What follows belongs to an exercise in optimizing a design on an open flow for small area and a short achievable clock period; a production flow would make more cautious choices. Where RTL was checked, it was by simulation tests only, not by an equivalence proof against the original. No activity file was given, so power comes from the tool's default toggle rates.

==> v21: inputs <==
Design singlecycle, start of the top module:
module singlecycle (
    input  logic        i_clk,
    input  logic        i_reset,
    input  logic [31:0] i_io_sw,
    output logic [31:0] o_io_lcd,
    output logic [31:0] o_io_ledg,
    output logic [31:0] o_io_ledr,
    output logic [6:0]  o_io_hex0,
    output logic [6:0]  o_io_hex1,
    output logic [6:0]  o_io_hex2,
    output logic [6:0]  o_io_hex3,
    output logic [6:0]  o_io_hex4,
    output logic [6:0]  o_io_hex5,
    output logic [6:0]  o_io_hex6,
    output logic [6:0]  o_io_hex7,
    output logic [31:0] o_pc_debug,
    output logic [31:0] o_imem_addr,
    input  logic [31:0] i_imem_data,
    output logic [12:0] o_dmem_addr,
    output logic [31:0] o_dmem_wdata,
    output logic [3:0]  o_dmem_be,
    output logic        o_dmem_we,
    input  logic [31:0] i_dmem_rdata
);
clock: 30.0 ns
lec_check: 0
cap_margin: 20
core_margin: 2
core_utilization: 60
setup_slack_margin: 0.5
slew_margin: 20
synth_hierarchical: 1
standard.sh (not shown) runs the stock make flow with config.mk's settings and CLKGATE_MAP_FILE= SYNTH_SCRIPT=/design/flow/synth_recipe.tcl, a recipe that flattens the netlist after the stock synthesis.
==> flow/flow/run.sh <==
#!/bin/bash
# The standard ORFS layout (standard.sh), with these changes:
#  - ports are buffered with plain buffers instead of delay cells;
#  - the clock tree uses clkbuf_8 leaf clusters and no dummy loads;
#  - timing repair aims below the period (SETUP_SLACK_MARGIN in settings.sh).
# Every tool's output stays in orfs/logs; make's output goes to flow_make.log.
set -u
source flow/settings.sh
bash standard.sh \
  BUFFER_PORTS_ARGS="-buffer_cell $PORT_BUF" \
  CTS_ARGS="-sink_clustering_enable -repair_clock_nets -dont_use_dummy_load -sink_clustering_size $CTS_SIZE -sink_clustering_max_diameter $CTS_DIAM -buf_list $CTS_BUF" \
  SETUP_SLACK_MARGIN="$SETUP_MARGIN" \
  finish > flow_make.log 2>&1
==> flow/flow/settings.sh <==
PORT_BUF=sky130_fd_sc_hd__buf_2
CTS_SIZE=20
CTS_DIAM=50
CTS_BUF=sky130_fd_sc_hd__clkbuf_8
SETUP_MARGIN=12.5
==> inputs of v26, as changes to v21 <==
--- a/flow/design.v
+++ b/flow/design.v
@@ -108,24 +108,23 @@
     input  logic [N-1:0] d,
     input  logic [N-1:0] s,
     output logic         y
 );
     localparam int G = N / 3;
     localparam int R = N % 3;
-    localparam int T = G + (R != 0 ? 1 : 0);
-    logic [T-1:0] t;
+    logic [G-1:0] t;
     for (genvar g = 0; g < G; g++) begin : g_aoi
         cell_aoi222 u (.a1(d[3*g]), .a2(s[3*g]), .b1(d[3*g+1]), .b2(s[3*g+1]),
                        .c1(d[3*g+2]), .c2(s[3*g+2]), .y(t[g]));
     end
-    if (R == 2) begin : g_r2
-        cell_aoi22 u (.a1(d[3*G]), .a2(s[3*G]), .b1(d[3*G+1]), .b2(s[3*G+1]), .y(t[G]));
-    end else if (R == 1) begin : g_r1
-        assign t[G] = ~(d[3*G] & s[3*G]);
+    logic [R:0] r;
+    assign r[0] = 1'b1;
+    for (genvar k = 0; k < R; k++) begin : g_r
+        assign r[k+1] = ~(d[3*G+k] & s[3*G+k]);
     end
-    assign y = ~(&t);
+    assign y = ~((&t) & (&r));
 endmodule
 module cell_aoi222 (
     input  logic a1, a2, b1, b2, c1, c2,
     output logic y
 );
     assign y = ~((a1 & a2) | (b1 & b2) | (c1 & c2));
@@ -167,18 +166,16 @@
 );
     logic [10:0] t;
     for (genvar g = 0; g < 10; g++) begin : g_aoi
         cell_aoi222 u (.a1(d[3*g+1]), .a2(s[3*g+1]), .b1(d[3*g+2]), .b2(s[3*g+2]),
                        .c1(d[3*g+3]), .c2(s[3*g+3]), .y(t[g]));
     end
-    if (EXTRA) begin : g_x
-        cell_aoi22 u (.a1(d[31]), .a2(s[31]), .b1(d0), .b2(s0), .y(t[10]));
-    end else begin : g_n
-        assign t[10] = ~(d[31] & s[31]);
-    end
-    assign y = ~(&t[3:0]) | ~(&t[7:4]) | ~(&t[10:8]);
+    logic x;
+    assign t[10] = ~(d[31] & s[31]);
+    assign x     = EXTRA ? ~(d0 & s0) : 1'b1;
+    assign y = ~(&t[3:0]) | ~(&t[7:4]) | ~(&t[10:8] & x);
 endmodule
 module singlecycle (
     input  logic        i_clk,
     input  logic        i_reset,
     input  logic [31:0] i_io_sw,
     output logic [31:0] o_io_lcd,
@@ -391,54 +388,60 @@
     assign s_slt   = is_alu & (f3 == 3'b010);
     assign s_sltu  = is_alu & (f3 == 3'b011);
     assign s_pc4   = is_jal | is_jalr;
     assign s_auipc = is_auipc;
     assign s_lui   = is_lui;
     for (genvar b = 0; b < 32; b++) begin : g_wb
-        localparam int NB = (b == 0) ? 16 : (b < 8) ? 14 : (b < 12) ? 13 :
-                            (b < 16) ? 14 : 13;
+        localparam int NB = (b == 0) ? 14 : (b < 8) ? 12 : (b < 12) ? 11 :
+                            (b < 16) ? 12 : 11;
         logic [NB-1:0] d, s;
         if (b == 0) begin : g0
             assign d = {lts, ltu, i_dmem_rdata[24], i_dmem_rdata[16], i_dmem_rdata[8], i_dmem_rdata[0],
-                        hex_hi[b], hex_lo[b], i_io_sw[b], lcd[b], ledg[b], ledr[b],
+                        i_io_sw[b], lcd[b], ledg[b], ledr[b],
                         tgt[b], pc4[b], lx[b], la[b]};
             assign s = {s_slt, s_sltu, s_l3, s_l2, s_l1, s_l0,
-                        s_hhi, s_hlo, s_sw, s_lcd, s_ledg, s_ledr,
+                        s_sw, s_lcd, s_ledg, s_ledr,
                         s_auipc, s_pc4, s_xo, s_ao};
         end else if (b < 8) begin : g1
             assign d = {i_dmem_rdata[b+24], i_dmem_rdata[b+16], i_dmem_rdata[b+8], i_dmem_rdata[b],
-                        hex_hi[b], hex_lo[b], i_io_sw[b], lcd[b], ledg[b], ledr[b],
+                        i_io_sw[b], lcd[b], ledg[b], ledr[b],
                         tgt[b], pc4[b], lx[b], la[b]};
             assign s = {s_l3, s_l2, s_l1, s_l0,
-                        s_hhi, s_hlo, s_sw, s_lcd, s_ledg, s_ledr,
+                        s_sw, s_lcd, s_ledg, s_ledr,
                         s_auipc, s_pc4, s_xo, s_ao};
         end else if (b < 16) begin : g2
             if (b < 12) begin : g2a
                 assign d = {sgn, i_dmem_rdata[b+16], i_dmem_rdata[b],
-                            hex_hi[b], hex_lo[b], i_io_sw[b], lcd[b], ledg[b], ledr[b],
+                            i_io_sw[b], lcd[b], ledg[b], ledr[b],
                             tgt[b], pc4[b], lx[b], la[b]};
                 assign s = {s_x8, s_m1, s_m0,
-                            s_hhi, s_hlo, s_sw, s_lcd, s_ledg, s_ledr,
+                            s_sw, s_lcd, s_ledg, s_ledr,
                             s_auipc, s_pc4, s_xo, s_ao};
             end else begin : g2b
                 assign d = {ins[b], sgn, i_dmem_rdata[b+16], i_dmem_rdata[b],
-                            hex_hi[b], hex_lo[b], i_io_sw[b], lcd[b], ledg[b], ledr[b],
+                            i_io_sw[b], lcd[b], ledg[b], ledr[b],
                             tgt[b], pc4[b], lx[b], la[b]};
                 assign s = {s_lui, s_x8, s_m1, s_m0,
-                            s_hhi, s_hlo, s_sw, s_lcd, s_ledg, s_ledr,
+                            s_sw, s_lcd, s_ledg, s_ledr,
                             s_auipc, s_pc4, s_xo, s_ao};
             end
         end else begin : g3
             assign d = {ins[b], sgn, i_dmem_rdata[b],
-                        hex_hi[b], hex_lo[b], i_io_sw[b], lcd[b], ledg[b], ledr[b],
+                        i_io_sw[b], lcd[b], ledg[b], ledr[b],
                         tgt[b], pc4[b], lx[b], la[b]};
             assign s = {s_lui, s_x16, s_w,
-                        s_hhi, s_hlo, s_sw, s_lcd, s_ledg, s_ledr,
+                        s_sw, s_lcd, s_ledg, s_ledr,
                         s_auipc, s_pc4, s_xo, s_ao};
         end
-        andor #(.N(NB + 3)) u_wb (.d({addsub[b], sh_r[b], sh_r[31-b], d}), .s({s_add, s_shr, s_shl, s}), .y(wb[b]));
+        if (b % 8 != 7) begin : g_hx
+            andor #(.N(NB + 5)) u_wb (.d({addsub[b], sh_r[b], sh_r[31-b], hex_hi[b], hex_lo[b], d}),
+                                      .s({s_add, s_shr, s_shl, s_hhi, s_hlo, s}), .y(wb[b]));
+        end else begin : g_nhx
+            andor #(.N(NB + 3)) u_wb (.d({addsub[b], sh_r[b], sh_r[31-b], d}),
+                                      .s({s_add, s_shr, s_shl, s}), .y(wb[b]));
+        end
     end
     logic s_pjalr, s_ptgt, s_pinc;
     assign s_pjalr = ~i_reset & is_jalr;
     assign s_ptgt  = ~i_reset & (is_jal | (is_br & brc));
     assign s_pinc  = ~i_reset & ~is_jalr & ~(is_jal | (is_br & brc));
     logic [31:0] pc_next_n;
==> flow/flow/settings.sh (replaced) <==
PORT_BUF=sky130_fd_sc_hd__buf_2
CTS_SIZE=16
CTS_DIAM=60
CTS_BUF=sky130_fd_sc_hd__clkbuf_8
SETUP_MARGIN=13.5
==> inputs of v19, as changes to v21 <==
--- a/flow/design.v
+++ b/flow/design.v
@@ -257,15 +257,14 @@
     logic [32:0] diff;
     logic        sub;
     add_inc4 u_pc4 (.a(pc), .y(pc4));
     logic tgt_co, sub_co;
     add_csel #(.NB(2), .W(16)) u_tgt (.a(pc), .b(is_jal ? imm_j : is_auipc ? imm_u : imm_b), .ci(1'b0),
                                       .s(tgt), .co(tgt_co));
-    logic is_ram, ram_we;
-    add_mem  u_mem (.a(rs1), .b((~ins[6] & ins[5]) ? imm_s[11:0] : imm_i[11:0]), .y(maddr), .ram(ram_we));
-    assign is_ram = (maddr[31:15] == 17'd0);
+    logic is_ram;
+    add_mem  u_mem (.a(rs1), .b((~ins[6] & ins[5]) ? imm_s[11:0] : imm_i[11:0]), .y(maddr), .ram(is_ram));
     assign opb = rs2;    
     assign sub = is_br | (f3 == 3'b010) | (f3 == 3'b011) | (is_op & b30);
     add_csel #(.NB(4), .W(8)) u_sub (.a(rs1), .b(opb ^ {32{sub}}), .ci(sub), .s(diff[31:0]), .co(diff[32]));
     assign addsub = diff[31:0];
     logic [31:0] lx, la;
     assign lx = rs1 ^ opb;
@@ -311,13 +310,13 @@
         st_data[23:16] = f3[1] ? rs2[23:16] : rs2[7:0];
         st_data[31:24] = f3[1] ? rs2[31:24] : f3[0] ? rs2[15:8] : rs2[7:0];
     end
     assign o_dmem_addr  = maddr[14:2];
     assign o_dmem_wdata = st_data;
     assign o_dmem_be    = st_be;
-    assign o_dmem_we    = st_ok & ram_we;
+    assign o_dmem_we    = st_ok & is_ram;
     logic [31:0] ledr, ledg, lcd;
     logic [6:0]  hex [0:7];
     logic [31:0] io_d, rs2_z;    
     logic [3:0]  hex_en_lo, hex_en_hi;
     logic        ledr_en, ledg_en, lcd_en;
     assign io_d    = st_data;
==> flow/flow/run.sh (replaced) <==
#!/bin/bash
# The standard ORFS layout (standard.sh), with these changes:
#  - ports are buffered with plain buffers instead of delay cells;
#  - the clock tree uses clkbuf_8 leaf clusters and no dummy loads;
#  - timing repair aims below the period (SETUP_SLACK_MARGIN).
# Every tool's output stays in orfs/logs; make's output goes to flow_make.log.
set -u
source flow/settings.sh
bash standard.sh \
  BUFFER_PORTS_ARGS="-buffer_cell $PORT_BUF" \
  CTS_ARGS="-sink_clustering_enable -repair_clock_nets -dont_use_dummy_load -sink_clustering_size $CTS_SIZE -sink_clustering_max_diameter $CTS_DIAM -buf_list $CTS_BUF" \
  SETUP_SLACK_MARGIN="$SETUP_MARGIN" \
  finish > flow_make.log 2>&1
==> flow/flow/settings.sh (replaced) <==
PORT_BUF=sky130_fd_sc_hd__buf_2
CTS_SIZE=20
CTS_DIAM=50
CTS_BUF=sky130_fd_sc_hd__clkbuf_8
SETUP_MARGIN=0.5
- CORE_UTILIZATION: 60 -> 50
==> inputs of v14, as changes to v21 <==
--- a/flow/design.v
+++ b/flow/design.v
@@ -108,24 +108,23 @@
     input  logic [N-1:0] d,
     input  logic [N-1:0] s,
     output logic         y
 );
     localparam int G = N / 3;
     localparam int R = N % 3;
-    localparam int T = G + (R != 0 ? 1 : 0);
-    logic [T-1:0] t;
+    logic [G-1:0] t;
     for (genvar g = 0; g < G; g++) begin : g_aoi
         cell_aoi222 u (.a1(d[3*g]), .a2(s[3*g]), .b1(d[3*g+1]), .b2(s[3*g+1]),
                        .c1(d[3*g+2]), .c2(s[3*g+2]), .y(t[g]));
     end
-    if (R == 2) begin : g_r2
-        cell_aoi22 u (.a1(d[3*G]), .a2(s[3*G]), .b1(d[3*G+1]), .b2(s[3*G+1]), .y(t[G]));
-    end else if (R == 1) begin : g_r1
-        assign t[G] = ~(d[3*G] & s[3*G]);
+    logic [R:0] r;
+    assign r[0] = 1'b1;
+    for (genvar k = 0; k < R; k++) begin : g_r
+        assign r[k+1] = ~(d[3*G+k] & s[3*G+k]);
     end
-    assign y = ~(&t);
+    assign y = ~((&t) & (&r));
 endmodule
 module cell_aoi222 (
     input  logic a1, a2, b1, b2, c1, c2,
     output logic y
 );
     assign y = ~((a1 & a2) | (b1 & b2) | (c1 & c2));
@@ -167,18 +166,16 @@
 );
     logic [10:0] t;
     for (genvar g = 0; g < 10; g++) begin : g_aoi
         cell_aoi222 u (.a1(d[3*g+1]), .a2(s[3*g+1]), .b1(d[3*g+2]), .b2(s[3*g+2]),
                        .c1(d[3*g+3]), .c2(s[3*g+3]), .y(t[g]));
     end
-    if (EXTRA) begin : g_x
-        cell_aoi22 u (.a1(d[31]), .a2(s[31]), .b1(d0), .b2(s0), .y(t[10]));
-    end else begin : g_n
-        assign t[10] = ~(d[31] & s[31]);
-    end
-    assign y = ~(&t[3:0]) | ~(&t[7:4]) | ~(&t[10:8]);
+    logic x;
+    assign t[10] = ~(d[31] & s[31]);
+    assign x     = EXTRA ? ~(d0 & s0) : 1'b1;
+    assign y = ~(&t[3:0]) | ~(&t[7:4]) | ~(&t[10:8] & x);
 endmodule
 module singlecycle (
     input  logic        i_clk,
     input  logic        i_reset,
     input  logic [31:0] i_io_sw,
     output logic [31:0] o_io_lcd,
@@ -391,54 +388,60 @@
     assign s_slt   = is_alu & (f3 == 3'b010);
     assign s_sltu  = is_alu & (f3 == 3'b011);
     assign s_pc4   = is_jal | is_jalr;
     assign s_auipc = is_auipc;
     assign s_lui   = is_lui;
     for (genvar b = 0; b < 32; b++) begin : g_wb
-        localparam int NB = (b == 0) ? 16 : (b < 8) ? 14 : (b < 12) ? 13 :
-                            (b < 16) ? 14 : 13;
+        localparam int NB = (b == 0) ? 14 : (b < 8) ? 12 : (b < 12) ? 11 :
+                            (b < 16) ? 12 : 11;
         logic [NB-1:0] d, s;
         if (b == 0) begin : g0
             assign d = {lts, ltu, i_dmem_rdata[24], i_dmem_rdata[16], i_dmem_rdata[8], i_dmem_rdata[0],
-                        hex_hi[b], hex_lo[b], i_io_sw[b], lcd[b], ledg[b], ledr[b],
+                        i_io_sw[b], lcd[b], ledg[b], ledr[b],
                         tgt[b], pc4[b], lx[b], la[b]};
             assign s = {s_slt, s_sltu, s_l3, s_l2, s_l1, s_l0,
-                        s_hhi, s_hlo, s_sw, s_lcd, s_ledg, s_ledr,
+                        s_sw, s_lcd, s_ledg, s_ledr,
                         s_auipc, s_pc4, s_xo, s_ao};
         end else if (b < 8) begin : g1
             assign d = {i_dmem_rdata[b+24], i_dmem_rdata[b+16], i_dmem_rdata[b+8], i_dmem_rdata[b],
-                        hex_hi[b], hex_lo[b], i_io_sw[b], lcd[b], ledg[b], ledr[b],
+                        i_io_sw[b], lcd[b], ledg[b], ledr[b],
                         tgt[b], pc4[b], lx[b], la[b]};
             assign s = {s_l3, s_l2, s_l1, s_l0,
-                        s_hhi, s_hlo, s_sw, s_lcd, s_ledg, s_ledr,
+                        s_sw, s_lcd, s_ledg, s_ledr,
                         s_auipc, s_pc4, s_xo, s_ao};
         end else if (b < 16) begin : g2
             if (b < 12) begin : g2a
                 assign d = {sgn, i_dmem_rdata[b+16], i_dmem_rdata[b],
-                            hex_hi[b], hex_lo[b], i_io_sw[b], lcd[b], ledg[b], ledr[b],
+                            i_io_sw[b], lcd[b], ledg[b], ledr[b],
                             tgt[b], pc4[b], lx[b], la[b]};
                 assign s = {s_x8, s_m1, s_m0,
-                            s_hhi, s_hlo, s_sw, s_lcd, s_ledg, s_ledr,
+                            s_sw, s_lcd, s_ledg, s_ledr,
                             s_auipc, s_pc4, s_xo, s_ao};
             end else begin : g2b
                 assign d = {ins[b], sgn, i_dmem_rdata[b+16], i_dmem_rdata[b],
-                            hex_hi[b], hex_lo[b], i_io_sw[b], lcd[b], ledg[b], ledr[b],
+                            i_io_sw[b], lcd[b], ledg[b], ledr[b],
                             tgt[b], pc4[b], lx[b], la[b]};
                 assign s = {s_lui, s_x8, s_m1, s_m0,
-                            s_hhi, s_hlo, s_sw, s_lcd, s_ledg, s_ledr,
+                            s_sw, s_lcd, s_ledg, s_ledr,
                             s_auipc, s_pc4, s_xo, s_ao};
             end
         end else begin : g3
             assign d = {ins[b], sgn, i_dmem_rdata[b],
-                        hex_hi[b], hex_lo[b], i_io_sw[b], lcd[b], ledg[b], ledr[b],
+                        i_io_sw[b], lcd[b], ledg[b], ledr[b],
                         tgt[b], pc4[b], lx[b], la[b]};
             assign s = {s_lui, s_x16, s_w,
-                        s_hhi, s_hlo, s_sw, s_lcd, s_ledg, s_ledr,
+                        s_sw, s_lcd, s_ledg, s_ledr,
                         s_auipc, s_pc4, s_xo, s_ao};
         end
-        andor #(.N(NB + 3)) u_wb (.d({addsub[b], sh_r[b], sh_r[31-b], d}), .s({s_add, s_shr, s_shl, s}), .y(wb[b]));
+        if (b % 8 != 7) begin : g_hx
+            andor #(.N(NB + 5)) u_wb (.d({addsub[b], sh_r[b], sh_r[31-b], hex_hi[b], hex_lo[b], d}),
+                                      .s({s_add, s_shr, s_shl, s_hhi, s_hlo, s}), .y(wb[b]));
+        end else begin : g_nhx
+            andor #(.N(NB + 3)) u_wb (.d({addsub[b], sh_r[b], sh_r[31-b], d}),
+                                      .s({s_add, s_shr, s_shl, s}), .y(wb[b]));
+        end
     end
     logic s_pjalr, s_ptgt, s_pinc;
     assign s_pjalr = ~i_reset & is_jalr;
     assign s_ptgt  = ~i_reset & (is_jal | (is_br & brc));
     assign s_pinc  = ~i_reset & ~is_jalr & ~(is_jal | (is_br & brc));
     logic [31:0] pc_next_n;
==> flow/flow/settings.sh (replaced) <==
PORT_BUF=sky130_fd_sc_hd__buf_2
CTS_SIZE=16
CTS_DIAM=40
CTS_BUF=sky130_fd_sc_hd__clkbuf_8
SETUP_MARGIN=0.5
- CORE_UTILIZATION: 60 -> 55
==> flow_summary.toml <==
[global_route]
antenna_found_initial = 11

[placement]
placed_area_um2 = 62400
place.gp.congestion = 1.00

[floorplan]
rows = 125
core_um2 = 116000

[status]
outcome = "complete, no violations"

[clock_tree]
clkTransAtPathRegs_ns = 0.06

[timing]
fin_crit_ns = 18.11
slew_headroom_pct = 11.6

[route]
firstDrtPassIters = 15

[pwr]
total_power_mw = 2.92
The numbers above come from v19.

==> flow_summary.toml <==
[global_route]
antenna_found_initial = 8
met2_usage_pct = 69.9

[floorplan]
core_um2 = 96900
rows = 114

[clock_tree]
clkTransAtPathRegs_ns = 0.10
h-tree-depth = 3

[status]
outcome = "complete, no violations"

[route]
top_layer = "met5"
firstDrtPassIters = 22
vias = 45963
wl_met1_um = 75700

[cells_and_area]
buf_share_pct = 4.78

[placement]
placed_area_um2 = 62000
portBuffers = 361

[setup_path]
path_class = "in2out"
worst_r2r_path_depth = 22
crit_arrival_ns = 11.44

[yosys]
yosys_warnings = 9

[pwr]
power_density_nw_per_um2 = 45.8

[timing]
fin_crit_ns = 17.44
The numbers above come from v21.

==> flow_summary.toml <==
[status]
outcome = "complete, no violations"

[global_route]
antenna_found_initial = 16
met2_usage_pct = 69.4

[cells_and_area]
multi_input_area_share_pct = 32.1

[clock_tree]
clkTransAtPathRegs_ns = 0.07

[placement]
placed_area_um2 = 62100
place.gp.congestion = 1.06

[route]
firstDrtPassIters = 22

[timing]
fin_crit_ns = 17.91

[pwr]
total_power_mw = 3.07

[yosys]
synth.avg_cell_area_um2 = 15.7

[floorplan]
core_um2 = 105000
The numbers above come from v14.

==> flow_summary.toml <==
[status]
outcome = "complete, no violations"

[route]
firstDrtPassIters = 22

[cells_and_area]
final_cell_count_no_fill = 5474

[placement]
portBuffers = 361
place.gp.congestion = 1.03

[timing]
slew_headroom_pct = 12.8
fin_crit_ns = 16.67

[clock_tree]
cts_max_path_buffers = 3
clkTransAtPathRegs_ns = 0.08

[pwr]
pwr-share-comb_pct = 6.0
total_power_mw = 2.89

[global_route]
grt_max_degree = 52
antenna_found_initial = 12

[floorplan]
rows = 114
core_um2 = 96300

[setup_path]
worstPathRequired_ns = 24.00
The numbers above come from v26.

Only the layout flow was run in v19; the RTL was not checked for function there.

[re-timing with driven ports]
The results above use ideal ports. As a check the final layouts listed here were re-extracted and re-timed, cells and wires unchanged.
Step 1 (the two cells are an assumption about what drives the block):
set clk [get_ports {i_clk}]
set_driving_cell -lib_cell sky130_fd_sc_hd__clkbuf_16 $clk
set_driving_cell -lib_cell sky130_fd_sc_hd__buf_2 [delete_from_list [all_inputs] $clk]
Step 2 times the ports against the registers' clock, not the clock port: input delays grow and output delays shrink by t, the midpoint of the rising clock arrivals with the driver on.
Slacks: ideal ports / drivers / drivers and shift; pairs: ideal ports / drivers.
| run | shift t [ns] | slack for setup (ns) | hold slack, ns | latest minus earliest clock arrival (ns) | cell pins on the clock port's net |
|---|---|---|---|---|---|
| v21 | 0.869 | 12.557 / 12.536 / 12.536 | 0.378 / 0.378 / 0.378 | 0.110 / 0.109 | 1 |
| v26 | 0.841 | 13.330 / 13.280 / 13.204 | 0.414 / 0.414 / 0.414 | 0.094 / 0.094 | 1 |
| v19 | 0.876 | 11.893 / 11.870 / 11.870 | 0.397 / 0.397 / 0.397 | 0.114 / 0.114 | 1 |
| v14 | 0.929 | 12.094 / 12.063 / 12.063 | 0.408 / 0.408 / 0.408 | 0.097 / 0.097 | 1 |
After both steps setup and hold are still met in every run listed. For v26, which loses most, drivers alone change the setup slack by -0.050 ns; drivers and shift together by -0.126 ns.
